This is an optimization exercise on Yosys and OpenROAD, whose aim is small area, not a production implementation. In this exercise RTL edits were held to simulation tests only and were not proved equivalent to the original. No activity file was given, so power comes from the tool's default toggle rates.

==> inputs of 01-23 <==
==> flow/design.v <==
module packet2emesh #(parameter AW = 32,    
		      parameter PW = 104)   
   (
    input [PW-1:0]  packet_in,    
    output 	    write_in,     
    output [1:0]    datamode_in,  
    output [4:0]    ctrlmode_in,  
    output [AW-1:0] dstaddr_in,   
    output [AW-1:0] srcaddr_in,   
    output [AW-1:0] data_in       
    );
   assign write_in          = packet_in[0];
   assign datamode_in[1:0]  = packet_in[2:1];
   assign ctrlmode_in[4:0]  = packet_in[7:3];
   assign dstaddr_in[31:0]  = packet_in[39:8];
   assign data_in[31:0]     = packet_in[71:40];
   assign srcaddr_in[31:0]  = packet_in[103:72];
endmodule  
module emesh2packet #(parameter AW = 32,    
		      parameter PW = 104)   
   (
    input 	    write_out,     
    input [1:0]     datamode_out,  
    input [4:0]     ctrlmode_out,  
    input [AW-1:0]  dstaddr_out,   
    input [AW-1:0]  data_out,      
    input [AW-1:0]  srcaddr_out,   
    output [PW-1:0] packet_out     
    );
   assign packet_out[0]      = write_out;
   assign packet_out[2:1]    = datamode_out[1:0];
   assign packet_out[7:3]    = ctrlmode_out[4:0];
   assign packet_out[39:8]   = dstaddr_out[31:0];
   assign packet_out[71:40]  = data_out[31:0];
   assign packet_out[103:72] = srcaddr_out[31:0];
endmodule  
module esaxi ( 
   wr_access, wr_packet, rd_access, rd_packet, rr_wait, s_axi_arready,
   s_axi_awready, s_axi_bid, s_axi_bresp, s_axi_bvalid, s_axi_rid,
   s_axi_rdata, s_axi_rlast, s_axi_rresp, s_axi_rvalid, s_axi_wready,
   wr_wait, rd_wait, rr_access, rr_packet, s_axi_aclk, s_axi_aresetn,
   s_axi_arid, s_axi_araddr, s_axi_arburst, s_axi_arcache,
   s_axi_arlock, s_axi_arlen, s_axi_arprot, s_axi_arqos, s_axi_arsize,
   s_axi_arvalid, s_axi_awid, s_axi_awaddr, s_axi_awburst,
   s_axi_awcache, s_axi_awlock, s_axi_awlen, s_axi_awprot,
   s_axi_awqos, s_axi_awsize, s_axi_awvalid, s_axi_bready,
   s_axi_rready, s_axi_wid, s_axi_wdata, s_axi_wlast, s_axi_wstrb,
   s_axi_wvalid
   );
   parameter          S_IDW               = 12;
   parameter          PW                  = 104;
   parameter [AW-1:0] RETURN_ADDR         = 0;
   parameter          AW                  = 32;
   parameter          DW                  = 32;
   output 	   wr_access;   
   output [PW-1:0] wr_packet;
   input 	   wr_wait;
   output 	   rd_access;   
   output [PW-1:0] rd_packet;
   input 	   rd_wait;
   input 	   rr_access;         
   input [PW-1:0]  rr_packet;
   output 	   rr_wait;
   input 	  s_axi_aclk;
   input 	  s_axi_aresetn;
   input [S_IDW-1:0] s_axi_arid;     
   input [31:0]    s_axi_araddr;
   input [1:0] 	   s_axi_arburst;
   input [3:0] 	   s_axi_arcache;
   input  	   s_axi_arlock;
   input [7:0] 	   s_axi_arlen;
   input [2:0] 	   s_axi_arprot;
   input [3:0] 	   s_axi_arqos;
   output 	   s_axi_arready;
   input [2:0] 	   s_axi_arsize;
   input 	   s_axi_arvalid;
   input [S_IDW-1:0] s_axi_awid;     
   input [31:0]    s_axi_awaddr;
   input [1:0] 	   s_axi_awburst;
   input [3:0] 	   s_axi_awcache;
   input  	   s_axi_awlock;
   input [7:0] 	   s_axi_awlen;
   input [2:0] 	   s_axi_awprot;
   input [3:0] 	   s_axi_awqos;   
   input [2:0] 	   s_axi_awsize;
   input 	   s_axi_awvalid;
   output 	   s_axi_awready;
   output [S_IDW-1:0] s_axi_bid;     
   output [1:0]     s_axi_bresp;
   output 	    s_axi_bvalid;
   input 	    s_axi_bready;
   output [S_IDW-1:0] s_axi_rid;     
   output [31:0]      s_axi_rdata;
   output 	      s_axi_rlast;   
   output [1:0]       s_axi_rresp;
   output 	      s_axi_rvalid;
   input 	      s_axi_rready;
   input [S_IDW-1:0]  s_axi_wid;     
   input [31:0]       s_axi_wdata;
   input 	      s_axi_wlast;   
   input [3:0] 	      s_axi_wstrb;
   input 	      s_axi_wvalid;
   output 	      s_axi_wready;
   reg 		      s_axi_awready;
   reg 		      s_axi_wready;
   reg 		      s_axi_bvalid;
   reg 		      s_axi_arready;
   reg 		      s_axi_rvalid;
   reg [31:0] 	      s_axi_rdata;
   reg 		      rresp_err;
   reg [S_IDW-1:0]    s_axi_rid;
   reg [S_IDW-1:0]    axi_bid;
   reg 		      wr_access;
   reg 		      rd_access;
   reg 		      write_active;
   reg 		      b_wait;
   reg 		      pre_wr_en;
   reg 		      read_active;
   reg 		      rd_next;       
   wire 	      aw_fire      = s_axi_awready & s_axi_awvalid;
   wire 	      w_fire       = s_axi_wready  & s_axi_wvalid;
   wire 	      last_wr_beat = w_fire & s_axi_wlast;
   wire 	      ar_fire      = s_axi_arready & s_axi_arvalid;
   wire 	      r_fire       = s_axi_rvalid  & s_axi_rready;
   wire 	      last_rd_beat = r_fire & s_axi_rlast;
   always @(posedge s_axi_aclk)
     if (~s_axi_aresetn)
       begin
	  s_axi_awready <= 1'b1;
	  write_active  <= 1'b0;
	  s_axi_wready  <= 1'b0;
	  s_axi_bvalid  <= 1'b0;
	  b_wait        <= 1'b0;
	  pre_wr_en     <= 1'b0;
	  wr_access     <= 1'b0;
       end
     else
       begin
	  if (~s_axi_awready & ~write_active & ~b_wait)
	    s_axi_awready <= 1'b1;
	  else if (s_axi_awvalid)
	    s_axi_awready <= 1'b0;
	  if (aw_fire)
	    write_active <= 1'b1;
	  else if (last_wr_beat)
	    write_active <= 1'b0;
	  if (last_wr_beat)
	    s_axi_wready <= 1'b0;
	  else if (write_active)
	    s_axi_wready <= ~wr_wait;
	  if (last_wr_beat)
	    begin
	       s_axi_bvalid <= 1'b1;
	       b_wait       <= ~s_axi_bready;
	    end
	  else if (s_axi_bready & s_axi_bvalid)
	    begin
	       s_axi_bvalid <= 1'b0;
	       b_wait       <= 1'b0;
	    end
	  pre_wr_en <= w_fire;
	  wr_access <= pre_wr_en;
       end
   assign s_axi_bid   = axi_bid;
   assign s_axi_bresp = 2'b00;
   reg [31:2] 	      wr_addr;
   reg [1:0] 	      wr_size;
   reg 		      wr_incr;
   wire [31:2] 	      wr_carry;
   wire [31:2] 	      wr_addr_inc;
   assign wr_carry[2] = wr_access & wr_incr;
   genvar 	      gi;
   generate
      for (gi = 2; gi < 32; gi = gi + 1) begin : g_wr_inc
	 assign wr_addr_inc[gi] = wr_addr[gi] ^ wr_carry[gi];
	 if (gi < 31) begin : g_c
	    assign wr_carry[gi+1] = wr_carry[gi] & wr_addr[gi];
	 end
      end
   endgenerate
   always @(posedge s_axi_aclk)
     begin
	if (aw_fire)
	  axi_bid <= s_axi_awid;
	if (s_axi_awready)
	  begin
	     wr_size <= s_axi_awsize[1:0];
	     wr_incr <= (s_axi_awburst == 2'b01);
	  end
	wr_addr <= s_axi_awready ? s_axi_awaddr[31:2] : wr_addr_inc;
     end
   reg [31:0] 	      wr_data_reg, wr_data;
   reg [1:0] 	      wr_lane_reg, wr_lane;
   always @(posedge s_axi_aclk)
     begin
	if (s_axi_wstrb[0])
	  begin
	     wr_data_reg <= s_axi_wdata;
	     wr_lane_reg <= 2'd0;
	  end
	else if (s_axi_wstrb[1])
	  begin
	     wr_data_reg <= {8'd0, s_axi_wdata[31:8]};
	     wr_lane_reg <= 2'd1;
	  end
	else if (s_axi_wstrb[2])
	  begin
	     wr_data_reg <= {16'd0, s_axi_wdata[31:16]};
	     wr_lane_reg <= 2'd2;
	  end
	else
	  begin
	     wr_data_reg <= {24'd0, s_axi_wdata[31:24]};
	     wr_lane_reg <= 2'd3;
	  end
	wr_data <= wr_data_reg;
	wr_lane <= wr_lane_reg;
     end
   emesh2packet e2p_wr (
		     .packet_out	(wr_packet[PW-1:0]),
		     .write_out		(1'b1),
		     .datamode_out	(wr_size[1:0]),
		     .ctrlmode_out	(5'b0),
		     .dstaddr_out	({wr_addr[31:2], wr_lane[1:0]}),
		     .data_out		(wr_data[DW-1:0]),
		     .srcaddr_out	(32'b0)
		     );
   reg [31:0] 	      rd_addr;
   reg [1:0] 	      rd_size;
   reg [7:0] 	      rd_len;
   always @(posedge s_axi_aclk)
     if (~s_axi_aresetn)
       begin
	  s_axi_arready <= 1'b0;
	  read_active   <= 1'b0;
	  rd_next       <= 1'b0;
	  rd_access     <= 1'b0;
       end
     else
       begin
	  if (~s_axi_arready & ~read_active)
	    s_axi_arready <= 1'b1;
	  else if (s_axi_arvalid)
	    s_axi_arready <= 1'b0;
	  if (ar_fire)
	    read_active <= 1'b1;
	  else if (last_rd_beat)
	    read_active <= 1'b0;
	  rd_next   <= ar_fire | (r_fire & ~s_axi_rlast);
	  rd_access <= rd_next;
       end
   wire 	      rd_incr = r_fire & (s_axi_arburst == 2'b01);
   wire [31:2] 	      rd_carry;
   wire [31:2] 	      rd_addr_inc;
   wire [7:0] 	      rd_borrow;
   wire [7:0] 	      rd_len_dec;
   assign rd_carry[2]  = rd_incr;
   assign rd_borrow[0] = r_fire;
   generate
      for (gi = 2; gi < 32; gi = gi + 1) begin : g_rd_inc
	 assign rd_addr_inc[gi] = rd_addr[gi] ^ rd_carry[gi];
	 if (gi < 31) begin : g_c
	    assign rd_carry[gi+1] = rd_carry[gi] & rd_addr[gi];
	 end
      end
      for (gi = 0; gi < 8; gi = gi + 1) begin : g_rd_dec
	 assign rd_len_dec[gi] = rd_len[gi] ^ rd_borrow[gi];
	 if (gi < 7) begin : g_b
	    assign rd_borrow[gi+1] = rd_borrow[gi] & ~rd_len[gi];
	 end
      end
   endgenerate
   always @(posedge s_axi_aclk)
     begin
	if (s_axi_arready)
	  begin
	     rd_size   <= s_axi_arsize[1:0];
	     s_axi_rid <= s_axi_arid;
	  end
	rd_addr[31:2] <= s_axi_arready ? s_axi_araddr[31:2] : rd_addr_inc;
	rd_addr[1:0]  <= s_axi_arready ? s_axi_araddr[1:0] :
			 rd_addr[1:0] & {2{~rd_incr}};
	rd_len        <= s_axi_arready ? s_axi_arlen : rd_len_dec;
     end
   assign s_axi_rlast = ~(|rd_len);
   emesh2packet e2p_rd (
		     .packet_out	(rd_packet[PW-1:0]),
		     .write_out		(1'b0),
		     .datamode_out	(rd_size[1:0]),
		     .ctrlmode_out	(5'b0),
		     .dstaddr_out	(rd_addr[AW-1:0]),
		     .data_out		(32'b0),
		     .srcaddr_out	(RETURN_ADDR)
		     );
   wire [DW-1:0]      rr_data;
   reg 		      tmo_armed;
   reg 		      tmo_expired;
   reg [16:0] 	      tmo_count;
   packet2emesh p2e_rr (
			  .write_in		(),
			  .datamode_in		(),
			  .ctrlmode_in		(),
			  .dstaddr_in		(),
			  .data_in		(rr_data[DW-1:0]),
			  .srcaddr_in		(),
			  .packet_in		(rr_packet[PW-1:0])
			  );
   assign rr_wait = 1'b0;
   wire 	      rr_return_access = rr_access | tmo_expired;
   wire [31:0] 	      rr_return_data   = tmo_expired ? 32'hDEADBEEF : rr_data;
   always @(posedge s_axi_aclk)
     if (~s_axi_aresetn)
       s_axi_rvalid <= 1'b0;
     else if (rr_return_access)
       s_axi_rvalid <= 1'b1;
     else if (s_axi_rready)
       s_axi_rvalid <= 1'b0;
   always @(posedge s_axi_aclk)
     if (~s_axi_rvalid)
       begin
	  rresp_err <= tmo_expired;
	  case (rd_size)
	    2'b00:   s_axi_rdata <= {4{rr_return_data[7:0]}};
	    2'b01:   s_axi_rdata <= {2{rr_return_data[15:0]}};
	    default: s_axi_rdata <= rr_return_data;
	  endcase
       end
   assign s_axi_rresp = {rresp_err, 1'b0};
   wire tmo_zero = &tmo_count;
   always @(posedge s_axi_aclk)
     if (~s_axi_aresetn)
       begin
	  tmo_armed   <= 1'b0;
	  tmo_expired <= 1'b0;
       end
     else
       begin
	  tmo_armed   <= tmo_armed ? (~rr_access & ~tmo_zero) :
			 (~tmo_expired & ar_fire);
	  tmo_expired <= tmo_armed & ~rr_access & tmo_zero;
       end
   always @(posedge s_axi_aclk)
     if (tmo_armed)
       tmo_count <= {tmo_count[15:0], tmo_count[16] ^ tmo_count[13]};
     else
       tmo_count <= 17'h001FC;
endmodule  
==> flow/flow/run.sh <==
#!/bin/bash
# Standard ORFS layout (bash standard.sh) with three changes to how the layout is made:
#  - port buffers use the smallest buffer cell (buf_1) instead of the default choice;
#  - constant outputs keep the one tie cell per value that synthesis made
#    (no repair_tie_fanout);
#  - the clock tree uses clkbuf_4 buffers and no dummy loads.
set -euo pipefail
export BUFFER_PORTS_ARGS="-buffer_cell sky130_fd_sc_hd__buf_1"
export SKIP_REPAIR_TIE_FANOUT=1
export CTS_ARGS="-sink_clustering_enable -repair_clock_nets -buf_list sky130_fd_sc_hd__clkbuf_8 -sink_clustering_size 12 -sink_clustering_max_diameter 50 -dont_use_dummy_load"
bash standard.sh finish > standard_flow.log 2>&1
==> flow/standard.sh <==
#!/bin/bash
# synth_recipe.tcl (not shown) runs the flow's synth.tcl, then flattens the netlist and writes it again
# the make line also repeats each setting of config.mk as NAME=value (left out here)
make -C /OpenROAD-flow-scripts/flow DESIGN_CONFIG=/design/flow/config.mk WORK_HOME=/design/flow/orfs CLKGATE_MAP_FILE= SYNTH_SCRIPT=/design/flow/synth_recipe.tcl "${@:-finish}"
==> flow/config.mk <==
export PLATFORM = sky130hd
export DESIGN_NAME = esaxi
export DESIGN_NICKNAME = esaxi
export VERILOG_FILES = /design/flow/design.v
export SDC_FILE = /design/flow/constraint.sdc
export NUM_CORES = 4
export LEC_CHECK = 0
export ABC_AREA = 1
export CAP_MARGIN = 20
export CORE_MARGIN = 2
export CORE_UTILIZATION = 25
export SLEW_MARGIN = 20
==> flow/constraint.sdc <==
create_clock -name core_clock -period 10.0 [get_ports {s_axi_aclk}]
set_input_delay 2.0000 -clock core_clock [delete_from_list [all_inputs] [get_ports {s_axi_aclk}]]
set_output_delay 2.0000 -clock core_clock [all_outputs]
set_load 0.01 [all_outputs]
==> inputs of 09-05, as changes to 01-23 <==
--- a/flow/design.v
+++ b/flow/design.v
@@ -193,24 +193,19 @@
    reg [1:0] 	      wr_lane_reg, wr_lane;
+   wire 	      ln0 = s_axi_wstrb[0];
+   wire 	      ln1 = ~s_axi_wstrb[0] & s_axi_wstrb[1];
+   wire 	      ln2 = ~s_axi_wstrb[0] & ~s_axi_wstrb[1] & s_axi_wstrb[2];
+   wire 	      ln3 = ~s_axi_wstrb[0] & ~s_axi_wstrb[1] & ~s_axi_wstrb[2];
+   wire [7:0] 	      wb0 = s_axi_wdata[7:0];
+   wire [7:0] 	      wb1 = s_axi_wdata[15:8];
+   wire [7:0] 	      wb2 = s_axi_wdata[23:16];
+   wire [7:0] 	      wb3 = s_axi_wdata[31:24];
    always @(posedge s_axi_aclk)
      begin
-	if (s_axi_wstrb[0])
-	  begin
-	     wr_data_reg <= s_axi_wdata;
-	     wr_lane_reg <= 2'd0;
-	  end
-	else if (s_axi_wstrb[1])
-	  begin
-	     wr_data_reg <= {8'd0, s_axi_wdata[31:8]};
-	     wr_lane_reg <= 2'd1;
-	  end
-	else if (s_axi_wstrb[2])
-	  begin
-	     wr_data_reg <= {16'd0, s_axi_wdata[31:16]};
-	     wr_lane_reg <= 2'd2;
-	  end
-	else
-	  begin
-	     wr_data_reg <= {24'd0, s_axi_wdata[31:24]};
-	     wr_lane_reg <= 2'd3;
-	  end
+	wr_data_reg[7:0]   <= ({8{ln0}} & wb0) | ({8{ln1}} & wb1) |
+			      ({8{ln2}} & wb2) | ({8{ln3}} & wb3);
+	wr_data_reg[15:8]  <= ({8{ln0}} & wb1) | ({8{ln1}} & wb2) |
+			      ({8{ln2}} & wb3);
+	wr_data_reg[23:16] <= ({8{ln0}} & wb2) | ({8{ln1}} & wb3);
+	wr_data_reg[31:24] <= ({8{ln0}} & wb3);
+	wr_lane_reg        <= {ln2 | ln3, ln1 | ln3};
 	wr_data <= wr_data_reg;
@@ -297,3 +292,2 @@
    reg 		      tmo_expired;
-   reg [16:0] 	      tmo_count;
    packet2emesh p2e_rr (
@@ -317,2 +311,11 @@
        s_axi_rvalid <= 1'b0;
+   reg [31:0] 	      rr_fmt;
+   always @(*)
+     case (rd_size)
+       2'b00:   rr_fmt = {4{rr_return_data[7:0]}};
+       2'b01:   rr_fmt = {2{rr_return_data[15:0]}};
+       default: rr_fmt = rr_return_data;
+     endcase
+   wire [16:0] 	      tmo_count = s_axi_rdata[16:0];
+   wire 	      tmo_zero  = &tmo_count;
    always @(posedge s_axi_aclk)
@@ -320,11 +323,12 @@
        begin
-	  rresp_err <= tmo_expired;
-	  case (rd_size)
-	    2'b00:   s_axi_rdata <= {4{rr_return_data[7:0]}};
-	    2'b01:   s_axi_rdata <= {2{rr_return_data[15:0]}};
-	    default: s_axi_rdata <= rr_return_data;
-	  endcase
+	  rresp_err          <= tmo_expired;
+	  s_axi_rdata[31:17] <= rr_fmt[31:17];
+	  if (rr_return_access)
+	    s_axi_rdata[16:0] <= rr_fmt[16:0];
+	  else if (tmo_armed)
+	    s_axi_rdata[16:0] <= {tmo_count[15:0], tmo_count[16] ^ tmo_count[13]};
+	  else
+	    s_axi_rdata[16:0] <= 17'h001FC;
        end
    assign s_axi_rresp = {rresp_err, 1'b0};
-   wire tmo_zero = &tmo_count;
    always @(posedge s_axi_aclk)
@@ -341,7 +345,2 @@
        end
-   always @(posedge s_axi_aclk)
-     if (tmo_armed)
-       tmo_count <= {tmo_count[15:0], tmo_count[16] ^ tmo_count[13]};
-     else
-       tmo_count <= 17'h001FC;
 endmodule  
==> flow/flow/run.sh (replaced) <==
#!/bin/bash
# Standard ORFS layout (bash standard.sh) with these changes to how the layout is made:
#  - synthesis is synth_recipe.tcl unchanged, except that Yosys's abc call maps
#    the logic with flow/area.abc (an area-oriented ABC script);
#  - port buffers use the smallest buffer cell (buf_1);
#  - constant outputs keep the one tie cell per value that synthesis made
#    (no repair_tie_fanout);
#  - the clock tree uses clkbuf_8 buffers, sink clusters of up to 12 flops
#    within 50 um, and no dummy loads.
set -euo pipefail
here=$(pwd)
export FLOW_SYNTH_TCL="$here/synth_recipe.tcl"
export MY_ABC_SCRIPT="$here/flow/area.abc"
export BUFFER_PORTS_ARGS="-buffer_cell sky130_fd_sc_hd__buf_1"
export SKIP_REPAIR_TIE_FANOUT=1
export CTS_ARGS="-sink_clustering_enable -repair_clock_nets -buf_list sky130_fd_sc_hd__clkbuf_8 -sink_clustering_size 20 -sink_clustering_max_diameter 60 -sink_clustering_levels 1 -dont_use_dummy_load"
bash standard.sh SYNTH_SCRIPT="$here/flow/synth_wrap.tcl" finish > standard_flow.log 2>&1
==> flow/flow/area.abc (new file) <==
strash
dch
amap
topo
==> flow/flow/synth_wrap.tcl (new file) <==
proc abc {args} {
  set i [lsearch -exact $args -script]
  if {$i >= 0 && [info exists ::env(MY_ABC_SCRIPT)] && $::env(MY_ABC_SCRIPT) ne ""} {
    lset args [expr {$i + 1}] $::env(MY_ABC_SCRIPT)
  }
  yosys abc {*}$args
}
source $::env(FLOW_SYNTH_TCL)
- PLACE_DENSITY: unset -> 0.85
==> summary.txt <==
Final sequential cell count: 01-23 231; 09-05 214
Worst VDD drop: 01-23 142.7 uV; 09-05 124.3 uV
Status: 01-23 timing/DRC/antenna clean; 09-05 timing/DRC/antenna clean
Top Layer Used: 01-23 met5; 09-05 met4
Combined global-route utilization of all metal layers: 01-23 0.1250; 09-05 0.1267
Clock buffer count from CTS: 01-23 28; 09-05 19
Max stage delay on crit path: 01-23 250 ps; 09-05 260 ps
Met2 routed wirelength: 01-23 12220 microns; 09-05 11820 microns
Endpoint of the worst hold path: 01-23 wr_data[9]; 09-05 wr_data[21]
Met3 routing resource usage after global routing: 01-23 0.03868; 09-05 0.02826
Vias in the first global route: 01-23 6689; 09-05 6373
Switching part of the total: 01-23 0.2781; 09-05 0.2808
Tap cell count: 01-23 468; 09-05 448
Startpoint of the lowest-slack hold path: 01-23 wr_data_reg[9]; 09-05 wr_data_reg[21]
Reg-to-reg slack, setup: 01-23 3170 ps; 09-05 2780 ps
Most common cell in the netlist: 01-23 sky130_fd_sc_hd__nand2_1; 09-05 sky130_fd_sc_hd__dfxtp_1
Combined area of the multi-input logic cells: 01-23 2690 sq um; 09-05 2502 sq um
Post-synthesis instance area: 01-23 9216 sq um; 09-05 8439 sq um
Worst rel slew slack: 01-23 0.4210; 09-05 0.3609
Share of the core filled with cells: 01-23 0.2885; 09-05 0.2922
Placed insts: 01-23 1600; 09-05 1407
Ratio of cells with drive above 1 in the final layout: 01-23 0.04655; 09-05 0.02658
Length in cells of the worst reg-to-reg path: 01-23 35; 09-05 37
Area of placed instances: 01-23 10130 sq um; 09-05 9485 sq um
Switching power of the nets: 01-23 0.0005342 W; 09-05 0.0004900 W
Non-clock buffer share of cell area: 01-23 0.1268; 09-05 0.1367

[re-timing with driven ports]
The flow's constraints put no driver on any port. The routed layouts listed below were extracted and timed again, unchanged, in two steps. Step 1 assumes that a clkbuf_16 drives the clock port and a buf_2 every other input. Step 2 also shifts input and output timing later by t, the mid clock arrival at the registers, as if the neighbouring blocks saw the same clock. a / b / c = no drivers / after step 1 / after step 2; a / b = the first two.
run	shift t [ns]	slack for setup (ns)	hold slack, ns
01-23	0.600	1.951 / 1.965 / 1.365	0.305 / 0.305 / 0.305
09-05	0.548	2.011 / 2.032 / 1.483	0.256 / 0.256 / 0.256
After both steps every run listed still meets setup and hold. For 01-23, which loses most, drivers alone change the setup slack by +0.014 ns; drivers and shift together by -0.586 ns.
